From an optimization exercise on the open Yosys and OpenROAD flow, aimed at small area; shortcuts taken in it are not production practice. In this exercise RTL edits were held to simulation tests only and were not proved equivalent to the original. No driver is modelled on the clock port, so clocking that relies on it looks cheaper here than on a real chip. Power figures rest on the tool's default switching activity, not on a simulated workload.

Design processing_unit, start of the top module:
module processing_unit(
    input clock,
    input reset,
    input start,
    output input_req,
    input [(6 - 1) : 0] input_val,
    input input_ready,
    input [(2 * 2 * 6 - 1) : 0] weight_vals,
    output [(6 - 1) : 0] output_val,
    output output_valid,
    output done
);
Settings: LEC_CHECK=0, CAP_MARGIN=20, CORE_AREA=2.3 2.72 59.8 59.84, DIE_AREA=0 0 62 62, SLEW_MARGIN=20; clock period 6.0 ns.
standard.sh (not shown) runs the stock make flow with config.mk's settings and CLKGATE_MAP_FILE= SYNTH_SCRIPT=/design/flow/synth_recipe.tcl, a recipe that flattens the netlist after the stock synthesis.
==> flow/flow/run.sh <==
#!/bin/bash
# The standard layout (standard.sh), with three changes:
# - synthesis is the standard one (synth_recipe.tcl and ORFS's synth.tcl) with
#   only ABC's script swapped for an area-oriented one (flow/area.abc); the
#   registers are mapped before ABC runs, so they are the standard ones;
# - port buffers are plain buf_1 cells;
# - the clock tree is CLKBUF_COUNT clock buffers built by
#   flow/cts_one_buffer.tcl in place of ORFS's CTS step.
# Each tool's output goes to a log file of its own in this folder.
set -euo pipefail
W=$PWD
export BUFFER_PORTS_ARGS="-buffer_cell sky130_fd_sc_hd__buf_1"
export AREA_ABC_SCRIPT=$W/flow/area.abc

sed -e 's#log_cmd abc {\*}\$abc_args#set abc_args [lreplace $abc_args 1 1 $::env(AREA_ABC_SCRIPT)]\n  log_cmd abc {*}$abc_args#' \
  $FLOW_HOME/scripts/synth.tcl > $W/synth_area.tcl
grep -q AREA_ABC_SCRIPT $W/synth_area.tcl
sed -e "s#source \$::env(SCRIPTS_DIR)/synth.tcl#source $W/synth_area.tcl#" synth_recipe.tcl > $W/synth_recipe_area.tcl
grep -q synth_area.tcl $W/synth_recipe_area.tcl
sed -e "s#SYNTH_SCRIPT=[^ ]*#SYNTH_SCRIPT=$W/synth_recipe_area.tcl#" standard.sh > $W/synth_area.sh
grep -q synth_recipe_area.tcl $W/synth_area.sh
bash $W/synth_area.sh synth > synth_area.log 2>&1

bash standard.sh place > standard_place.log 2>&1
R=orfs/results/${FLOW_PLATFORM}/processing_unit/base
export RESULTS_DIR=$W/$R
export CLKBUF_CELL=${CLKBUF_CELL:-sky130_fd_sc_hd__clkbuf_8}
export CLKBUF_COUNT=${CLKBUF_COUNT:-2}
openroad -no_init -exit flow/cts_one_buffer.tcl > cts_one_buffer.log 2>&1
cp $R/4_1_cts.odb $R/4_cts.odb
touch $R/4_cts.sdc
bash standard.sh finish > standard_finish.log 2>&1
==> flow/flow/area.abc <==
strash
dch
map -a
strash
dch
map -a
topo
stime -c
==> flow/flow/cts_one_buffer.tcl <==
# Small clock tree: the clock port drives CLKBUF_COUNT clock buffers, each at
# the centre of its share of the registers (split by x position), and each
# buffer drives its registers' clock pins directly.
set plat $::env(FLOW_HOME)/platforms/$::env(FLOW_PLATFORM)
read_liberty $plat/lib/sky130_fd_sc_hd__tt_025C_1v80.lib
read_db $::env(RESULTS_DIR)/3_place.odb
read_sdc $::env(RESULTS_DIR)/3_place.sdc
source $plat/setRC.tcl

set block [ord::get_db_block]
set dbu [$block getDbUnitsPerMicron]
set k $::env(CLKBUF_COUNT)
set regs {}
foreach inst [$block getInsts] {
  if { [[$inst getMaster] isSequential] } {
    set bb [$inst getBBox]
    lappend regs [list [expr {([$bb xMin] + [$bb xMax]) / 2.0 / $dbu}] \
                       [expr {([$bb yMin] + [$bb yMax]) / 2.0 / $dbu}] [$inst getName]]
  }
}
set regs [lsort -real -index 0 $regs]
set n [llength $regs]
puts "registers: $n, clock buffers: $k"
# k-means on the register positions, seeded with strips sorted by x
for {set i 0} {$i < $n} {incr i} { set grp($i) [expr {$i * $k / $n}] }
for {set it 0} {$it < 20} {incr it} {
  for {set g 0} {$g < $k} {incr g} { set cx($g) 0.0; set cy($g) 0.0; set cn($g) 0 }
  for {set i 0} {$i < $n} {incr i} {
    set g $grp($i); set r [lindex $regs $i]
    set cx($g) [expr {$cx($g) + [lindex $r 0]}]; set cy($g) [expr {$cy($g) + [lindex $r 1]}]; incr cn($g)
  }
  for {set g 0} {$g < $k} {incr g} {
    if { $cn($g) > 0 } { set cx($g) [expr {$cx($g) / $cn($g)}]; set cy($g) [expr {$cy($g) / $cn($g)}] }
  }
  for {set i 0} {$i < $n} {incr i} {
    set r [lindex $regs $i]; set best -1; set bd 1e18
    for {set g 0} {$g < $k} {incr g} {
      if { $cn($g) == 0 } continue
      set d [expr {pow([lindex $r 0] - $cx($g), 2) + pow([lindex $r 1] - $cy($g), 2)}]
      if { $d < $bd } { set bd $d; set best $g }
    }
    set grp($i) $best
  }
}
for {set g 0} {$g < $k} {incr g} {
  set pins {}; set sx 0.0; set sy 0.0; set m 0
  for {set i 0} {$i < $n} {incr i} {
    if { $grp($i) != $g } continue
    set r [lindex $regs $i]
    set sx [expr {$sx + [lindex $r 0]}]; set sy [expr {$sy + [lindex $r 1]}]; incr m
    lappend pins [get_pins "[lindex $r 2]/CLK"]
  }
  if { $m == 0 } continue
  insert_buffer -buffer_cell $::env(CLKBUF_CELL) -net clock -load_pins $pins \
    -location [list [expr {$sx / $m}] [expr {$sy / $m}]] -buffer_name clkbuf_$g
}
set clkin [$block findNet clock]
$clkin setSigType CLOCK
foreach it [$clkin getITerms] {
  set buf [$it getInst]
  set net [[$buf findITerm X] getNet]
  $net setSigType CLOCK
  puts "clock buffer [$buf getName] ([[$buf getMaster] getName]) drives [llength [$net getITerms]] pins"
}
if { [llength [$clkin getITerms]] > $k || [llength [$clkin getITerms]] > 4 } { error "clock port drives [llength [$clkin getITerms]] pins" }

detailed_placement
check_placement -verbose
set_propagated_clock [all_clocks]
estimate_parasitics -placement
report_clock_skew
report_checks -path_delay min_max
report_check_types -max_slew -max_capacitance -violators
write_db $::env(RESULTS_DIR)/4_1_cts.odb
write_sdc -no_timestamp $::env(RESULTS_DIR)/4_cts.sdc
Rerun with:
==> flow/flow/area.abc (replaced) <==
strash
dch -f
amap
topo
stime -c
==> flow/flow/cts_one_buffer.tcl (replaced) <==
# Small clock tree: the clock port drives CLKBUF_COUNT clock buffers, each at
# the centre of its share of the registers (split by x position), and each
# buffer drives its registers' clock pins directly.
set plat $::env(FLOW_HOME)/platforms/$::env(FLOW_PLATFORM)
read_liberty $plat/lib/sky130_fd_sc_hd__tt_025C_1v80.lib
read_db $::env(RESULTS_DIR)/3_place.odb
read_sdc $::env(RESULTS_DIR)/3_place.sdc
source $plat/setRC.tcl

set block [ord::get_db_block]
set dbu [$block getDbUnitsPerMicron]
set k $::env(CLKBUF_COUNT)
set regs {}
foreach inst [$block getInsts] {
  if { [[$inst getMaster] isSequential] } {
    set bb [$inst getBBox]
    lappend regs [list [expr {([$bb xMin] + [$bb xMax]) / 2.0 / $dbu}] \
                       [expr {([$bb yMin] + [$bb yMax]) / 2.0 / $dbu}] [$inst getName]]
  }
}
set regs [lsort -real -index 0 $regs]
set n [llength $regs]
puts "registers: $n, clock buffers: $k"
for {set g 0} {$g < $k} {incr g} {
  set lo [expr {$g * $n / $k}]
  set hi [expr {($g + 1) * $n / $k - 1}]
  set sx 0.0; set sy 0.0; set pins {}
  foreach r [lrange $regs $lo $hi] {
    set sx [expr {$sx + [lindex $r 0]}]
    set sy [expr {$sy + [lindex $r 1]}]
    lappend pins [get_pins "[lindex $r 2]/CLK"]
  }
  set m [expr {$hi - $lo + 1}]
  insert_buffer -buffer_cell $::env(CLKBUF_CELL) -net clock -load_pins $pins \
    -location [list [expr {$sx / $m}] [expr {$sy / $m}]] -buffer_name clkbuf_$g
}
set clkin [$block findNet clock]
$clkin setSigType CLOCK
foreach it [$clkin getITerms] {
  set buf [$it getInst]
  set net [[$buf findITerm X] getNet]
  $net setSigType CLOCK
  puts "clock buffer [$buf getName] ([[$buf getMaster] getName]) drives [llength [$net getITerms]] pins"
}
if { [llength [$clkin getITerms]] != $k } { error "clock port drives [llength [$clkin getITerms]] pins" }

detailed_placement
check_placement -verbose
set_propagated_clock [all_clocks]
estimate_parasitics -placement
report_clock_skew
report_checks -path_delay min_max
report_check_types -max_slew -max_capacitance -violators
write_db $::env(RESULTS_DIR)/4_1_cts.odb
write_sdc -no_timestamp $::env(RESULTS_DIR)/4_cts.sdc
Settings changed: CORE_AREA 2.3 2.72 59.8 59.84 to unset, CORE_MARGIN set to 2, CORE_UTILIZATION set to 70, DIE_AREA 0 0 62 62 to unset.
The changed run completed without violations.
Register-to-register slack degrades by 0.26 ns.
Clock power climbs by 4.3%.
Routed wire length is higher by about 5.6%.
Sequential power hardly moves.
First-iteration DRC count decreases by about 5%.
Hold slack is worse by 0.018 ns.
Rerun with:
==> flow/flow/area.abc (replaced) <==
strash
dch
map -a
topo
stime -c
Die area came out higher by 0.33%. Sequential share of layout area decreases by 0.12 points. First-iteration DRC count goes down by 18%. Clock skew hardly moves.
Rerun with:
==> flow/flow/run.sh (replaced) <==
#!/bin/bash
# Standard layout, except:
# - port buffers are plain buf_1 cells;
# - the clock tree is a single clock buffer driving every register, built by
#   flow/cts_one_buffer.tcl in place of ORFS's CTS step.
set -euo pipefail
export BUFFER_PORTS_ARGS="-buffer_cell sky130_fd_sc_hd__buf_1"
bash standard.sh place > standard_place.log 2>&1
R=orfs/results/${FLOW_PLATFORM}/processing_unit/base
export RESULTS_DIR=$PWD/$R
export CLKBUF_CELL=${CLKBUF_CELL:-sky130_fd_sc_hd__clkbuf_8}
export CLKBUF_COUNT=${CLKBUF_COUNT:-2}
openroad -no_init -exit flow/cts_one_buffer.tcl > cts_one_buffer.log 2>&1
cp $R/4_1_cts.odb $R/4_cts.odb
touch $R/4_cts.sdc
bash standard.sh finish > standard_finish.log 2>&1
removed: flow/flow/area.abc
- The new run completed without violations
- worst setup slack is better by 0.28 ns
- critical path depth shrinks by 4
- die area grows by 16%
- final area grows by 13%
- sequential power stays flat
- via count grows by 8.3%


the reference run:
processing_unit, a different RTL version from the one above (not shown whole).
For scale: roughly 270 cells after synthesis, ~37 flip-flops, about 43 I/O pins, roughly 2100 um^2 of cells after synthesis.
export LEC_CHECK = 0
export CAP_MARGIN = 20
export CORE_MARGIN = 2
export CORE_UTILIZATION = 40
export SLEW_MARGIN = 20
create_clock -name core_clock -period 6.0 [get_ports {clock}]
==> flow/flow/run.sh <==
#!/bin/bash
set -euo pipefail
export BUFFER_PORTS_ARGS="-buffer_cell sky130_fd_sc_hd__buf_1"
export CTS_ARGS="-sink_clustering_enable -repair_clock_nets -dont_use_dummy_load -buf_list sky130_fd_sc_hd__clkbuf_16 -sink_clustering_size 40 -sink_clustering_max_diameter 200"
bash standard.sh > standard.log 2>&1
The reference run did not stop at any stage, and its layout met the timing, DRC and antenna checks.
Changes in the trial run relative to the reference run:
- CTS_CLUSTER_SIZE newly set to 40
- CTS_BUF_LIST newly set to sky130_fd_sc_hd__clkbuf_4
- CTS_CLUSTER_DIAMETER newly set to 200
==> flow/flow/run.sh <==
#!/bin/bash
# Standard layout, with plain buf_1 cells as the port buffers.
set -euo pipefail
export BUFFER_PORTS_ARGS="-buffer_cell sky130_fd_sc_hd__buf_1"
bash standard.sh > standard.log 2>&1
==> comparison <==
The cell area in the trial run sits about 1.7% below the value recorded for the reference run.
On final worst-path cycle share: between the trial run and the reference run, it ends up lower for the trial run.
Any difference in tap cell count between the trial run and the reference run is small enough to ignore.

re-timing with driven ports:
No port has a modelled driver above. Below, the same layouts with a new extraction and two added sets of constraints.
Step 1 (the two cells are an assumption about what drives the block):
set clk [get_ports {clock}]
set_driving_cell -lib_cell sky130_fd_sc_hd__clkbuf_16 $clk
set_driving_cell -lib_cell sky130_fd_sc_hd__buf_2 [delete_from_list [all_inputs] $clk]
Step 2 times the ports against the registers' clock, not the clock port: input delays grow and output delays shrink by t, the midpoint of the rising clock arrivals with the driver on.
a / b / c = ideal ports / drivers / drivers and shift; a / b = the first two.
run | t (ns) | setup WS [ns] | worst hold slack (ns) | worst setup path at the end | slew at the worst register clock pin (ns)
the first run of note 1 | 0.195 | 3.120 / 3.120 / 3.120 | 0.488 / 0.488 / 0.488 | register to register | 0.10 / 0.10
the second run of note 1 | 0.200 | 2.857 / 2.857 / 2.857 | 0.471 / 0.471 / 0.471 | register to register | 0.11 / 0.11
the third run of note 1 | 0.194 | 2.943 / 2.957 / 2.763 | 0.487 / 0.487 / 0.487 | input to register | 0.11 / 0.11
the fourth run of note 1 | 0.199 | 3.228 / 3.243 / 3.045 | 0.481 / 0.481 / 0.481 | input to register | 0.12 / 0.12
the reference run | 0.303 | 3.216 / 3.228 / 2.925 | 0.486 / 0.486 / 0.486 | input to register | 0.06 / 0.06
the trial run | 0.362 | 3.323 / 3.329 / 2.966 | 0.498 / 0.498 / 0.498 | input to register | 0.13 / 0.13
After both steps every run listed still meets setup and hold. For the trial run, which loses most, drivers alone change the setup slack by +0.006 ns; drivers and shift together by -0.357 ns.
